Source: an optimization exercise on an open RTL-to-GDS flow (aim: small area, a short achievable clock period and few clock cycles per item). Production flows keep margins and buffers that such runs may drop.
RTL that was checked went through simulation tests only; none was proved equivalent to the original.
Power and IR drop assume default switching activity.

==> flow/design.v (excerpt) <==
module MD5_custom_SIMD_instruction (clk, reset,
	in_v, rd, vrd1, vrd2,
		in_data, in_vdata1, in_vdata2,
	out_v, out_rd, out_vrd1, out_vrd2,
		out_data, out_vdata1, out_vdata2);
Size: ~5,300 cells after synthesis, ~740 flip-flops, roughly 1,100 I/O pins, roughly 0.040 mm2 of cells after synthesis.
Settings: LEC_CHECK=0, ABC_AREA=1, CAP_MARGIN=20, CORE_AREA=5 5 375 375, CTS_CLUSTER_DIAMETER=80, CTS_CLUSTER_SIZE=28, DIE_AREA=0 0 380 380, SLEW_MARGIN=20, TNS_END_PERCENT=0; clock period 12.0 ns.
standard.sh (not shown) runs the stock make flow with config.mk's settings and CLKGATE_MAP_FILE= SYNTH_SCRIPT=/design/flow/synth_recipe.tcl, a recipe that flattens the netlist after the stock synthesis.
==> flow/flow/run.sh <==
#!/bin/bash
# ORFS layout (the standard.sh) with: the full-adder and half-adder cells kept out of
# synthesis and layout (the platform's don't-use list plus fa/ha), a tighter setup-repair
# target, free resizing, and minimum-size port buffers.
set -euo pipefail
DU="sky130_fd_sc_hd__probe_p_8 sky130_fd_sc_hd__probec_p_8 sky130_fd_sc_hd__lpflow_bleeder_1 sky130_fd_sc_hd__lpflow_clkbufkapwr_1 sky130_fd_sc_hd__lpflow_clkbufkapwr_16 sky130_fd_sc_hd__lpflow_clkbufkapwr_2 sky130_fd_sc_hd__lpflow_clkbufkapwr_4 sky130_fd_sc_hd__lpflow_clkbufkapwr_8 sky130_fd_sc_hd__lpflow_clkinvkapwr_1 sky130_fd_sc_hd__lpflow_clkinvkapwr_16 sky130_fd_sc_hd__lpflow_clkinvkapwr_2 sky130_fd_sc_hd__lpflow_clkinvkapwr_4 sky130_fd_sc_hd__lpflow_clkinvkapwr_8 sky130_fd_sc_hd__lpflow_decapkapwr_12 sky130_fd_sc_hd__lpflow_decapkapwr_3 sky130_fd_sc_hd__lpflow_decapkapwr_4 sky130_fd_sc_hd__lpflow_decapkapwr_6 sky130_fd_sc_hd__lpflow_decapkapwr_8 sky130_fd_sc_hd__lpflow_inputiso0n_1 sky130_fd_sc_hd__lpflow_inputiso0p_1 sky130_fd_sc_hd__lpflow_inputiso1n_1 sky130_fd_sc_hd__lpflow_inputiso1p_1 sky130_fd_sc_hd__lpflow_inputisolatch_1 sky130_fd_sc_hd__lpflow_isobufsrc_1 sky130_fd_sc_hd__lpflow_isobufsrc_16 sky130_fd_sc_hd__lpflow_isobufsrc_2 sky130_fd_sc_hd__lpflow_isobufsrc_4 sky130_fd_sc_hd__lpflow_isobufsrc_8 sky130_fd_sc_hd__lpflow_isobufsrckapwr_16 sky130_fd_sc_hd__lpflow_lsbuf_lh_hl_isowell_tap_1 sky130_fd_sc_hd__lpflow_lsbuf_lh_hl_isowell_tap_2 sky130_fd_sc_hd__lpflow_lsbuf_lh_hl_isowell_tap_4 sky130_fd_sc_hd__lpflow_lsbuf_lh_isowell_4 sky130_fd_sc_hd__lpflow_lsbuf_lh_isowell_tap_1 sky130_fd_sc_hd__lpflow_lsbuf_lh_isowell_tap_2 sky130_fd_sc_hd__lpflow_lsbuf_lh_isowell_tap_4 sky130_fd_sc_hd__fa_1 sky130_fd_sc_hd__fa_2 sky130_fd_sc_hd__fa_4 sky130_fd_sc_hd__ha_1 sky130_fd_sc_hd__ha_2 sky130_fd_sc_hd__ha_4"
bash standard.sh "DONT_USE_CELLS=$DU" SETUP_SLACK_MARGIN=9 MATCH_CELL_FOOTPRINT=0 SKIP_REPAIR_TIE_FANOUT=1 "BUFFER_PORTS_ARGS=-buffer_cell sky130_fd_sc_hd__buf_1" finish > standard.log 2>&1
Change:
--- a/flow/design.v
+++ b/flow/design.v
@@ -435,38 +435,17 @@
 	reg [2:0]  t_vrd1, t_vrd2;
 	reg [31:0] a, b, c, d, t;
 	reg [31:0] ring [0:15];
 	reg [7:0]  mr;
 	reg [3:0]  fs;     
 	reg [3:0]  fs2;    
 	reg [31:0] kr;     
-	wire       cl = fin;
 	reg [3:0]  rv;
 	reg [4:0]  ru;
-	always @(*) begin
-		case ({cnt[5:4], cnt[1:0]})
-			4'd0: begin rv = fin ? 4'd0 : 4'd8; ru = fin ? 5'd0 : 5'd1; end
-			4'd1: begin rv = fin ? 4'd0 : 4'd1; ru = fin ? 5'd0 : 5'd4; end
-			4'd2: begin rv = fin ? 4'd0 : 4'd2; ru = fin ? 5'd0 : 5'd8; end
-			4'd3: begin rv = fin ? 4'd0 : 4'd4; ru = fin ? 5'd0 : 5'd16; end
-			4'd4: begin rv = fin ? 4'd0 : 4'd2; ru = fin ? 5'd0 : 5'd1; end
-			4'd5: begin rv = fin ? 4'd0 : 4'd2; ru = fin ? 5'd0 : 5'd2; end
-			4'd6: begin rv = fin ? 4'd0 : 4'd4; ru = fin ? 5'd0 : 5'd4; end
-			4'd7: begin rv = fin ? 4'd0 : 4'd1; ru = fin ? 5'd0 : 5'd16; end
-			4'd8: begin rv = fin ? 4'd0 : 4'd1; ru = fin ? 5'd0 : 5'd1; end
-			4'd9: begin rv = fin ? 4'd0 : 4'd8; ru = fin ? 5'd0 : 5'd2; end
-			4'd10: begin rv = fin ? 4'd0 : 4'd1; ru = fin ? 5'd0 : 5'd8; end
-			4'd11: begin rv = fin ? 4'd0 : 4'd8; ru = fin ? 5'd0 : 5'd16; end
-			4'd12: begin rv = fin ? 4'd0 : 4'd4; ru = fin ? 5'd0 : 5'd1; end
-			4'd13: begin rv = fin ? 4'd0 : 4'd4; ru = fin ? 5'd0 : 5'd2; end
-			4'd14: begin rv = fin ? 4'd0 : 4'd8; ru = fin ? 5'd0 : 5'd4; end
-			4'd15: begin rv = fin ? 4'd0 : 4'd2; ru = fin ? 5'd0 : 5'd16; end
-			default: begin rv = 4'd0; ru = 5'd0; end
-		endcase
-	end
+	reg        cl;
 	reg        run;    
 	wire       last = busy & (cnt == 6'd63);
 	wire [31:0] kadd;
 	wire [7:0]  msel;
 	wire [3:0]  fsel, rvn;
 	wire [4:0]  run_;
 	wire        cln;
@@ -505,15 +484,15 @@
 		({32{ru[0]}} & {z[27:0], z[31:28]}) |
 		({32{ru[1]}} & {z[23:0], z[31:24]}) |
 		({32{ru[2]}} & {z[19:0], z[31:20]}) |
 		({32{ru[3]}} & {z[15:0], z[31:16]}) |
 		({32{ru[4]}} & {z[11:0], z[31:12]}) |
 		({32{cl}} & 32'hefcdab89);
 	wire [31:0] bn;
-	md5_add addb (.a(b), .b(y), .s(bn));
+	md5_add addb (.a(b & {32{run}}), .b(y), .s(bn));
 	wire [31:0] dn;
 	md5_addbk addd (.a(c), .b({32{fin}} & 32'h98badcfe), .s(dn));
 	integer j;
 	always @(posedge clk) begin
 		if (reset) begin
 			run <= 1'b0;
 			busy <= 1'b0;
@@ -525,25 +504,28 @@
 			fin <= last;
 			outv <= fin;
 		end
 		first <= ~run;
 		cnt <= busy ? cnt + 6'd1 : 6'd0;
 		mr <= busy ? msel : 8'd4;
 		fs <= busy ? fsel : 4'd0;
+		rv <= reset ? 4'd0 : busy ? rvn : in_v ? 4'd8 : 4'd0;
+		ru <= reset ? 5'd0 : busy ? run_ : in_v ? 5'd1 : 5'd0;
+		cl <= reset | (busy ? cln : ~in_v);
 		fs2 <= (busy & (cnt != 6'd63)) ? (4'd1 << nround) : 4'd0;
 		kr <= busy ? kt : 32'he8c7b756;
 		a <= t;
+		b <= bn;
 		if (run) begin
-			b <= bn;
 			c <= b;
 			d <= dn;
 			t <= tsum;
 			for (j = 0; j < 16; j = j + 1) ring[(j+1)%16] <= ~ring[j];
 		end else begin
-			b <= 32'hefcdab89; c <= 32'h98badcfe; d <= 32'h10325476;
+			c <= 32'h98badcfe; d <= 32'h10325476;
 			t <= min[31:0];
 			t_rd <= rd; t_vrd1 <= vrd1; t_vrd2 <= vrd2;
 			ring[1] <= ~min[31:0];
 			ring[2] <= ~min[63:32];
 			ring[4] <= ~min[95:64];
 			ring[15] <= ~min[127:96];
 			ring[13] <= ~min[159:128];
After rerunning: The changed run went through all stages and came out clean. Setup slack gets better by 23 ps. Synthesized area climbs by 0.85%. Maximum frequency is higher by 0.56%. Register-to-register slack is better by 20 ps. Clock skew drops by 33 ps. Via count went down by about 1.2%. Non-clock buffer count falls by 44. Worst hold slack gains 14 ps. First-iteration DRC count goes up by about 1.2%. Combinational power goes down by 33%. Clock-buffer cell count falls by 5. Wire length came out lower by about 3%.
Testbench counts after the change, summed over its fixed seeds: cycles 105,600, hashes 1,600.
Function not checked in the first run of this note: the RTL went through the layout flow alone.

==> port drivers added, routing unchanged <==
The flow's constraints put no driver on any port. The routed layouts listed below were extracted and timed again, unchanged, in two steps. Step 1 sets driving cells, clkbuf_16 on the clock port and buf_2 on the other inputs (assumed; they add their load-dependent delay and slew). Step 2 also shifts input and output timing later by t, the mid clock arrival at the registers, as if the neighbouring blocks saw the same clock. a / b / c = ideal ports / drivers / drivers and shift; a / b = the first two.
run | t (ns) | setup WS [ns] | worst setup path at the end | clock arrival spread, ns
the first run | 0.757 | 7.866 / 7.866 / 7.866 | register to register | 0.100 / 0.100
the second run | 0.742 | 7.889 / 7.889 / 7.889 | register to register | 0.061 / 0.061
After both steps every run listed still meets setup and hold.
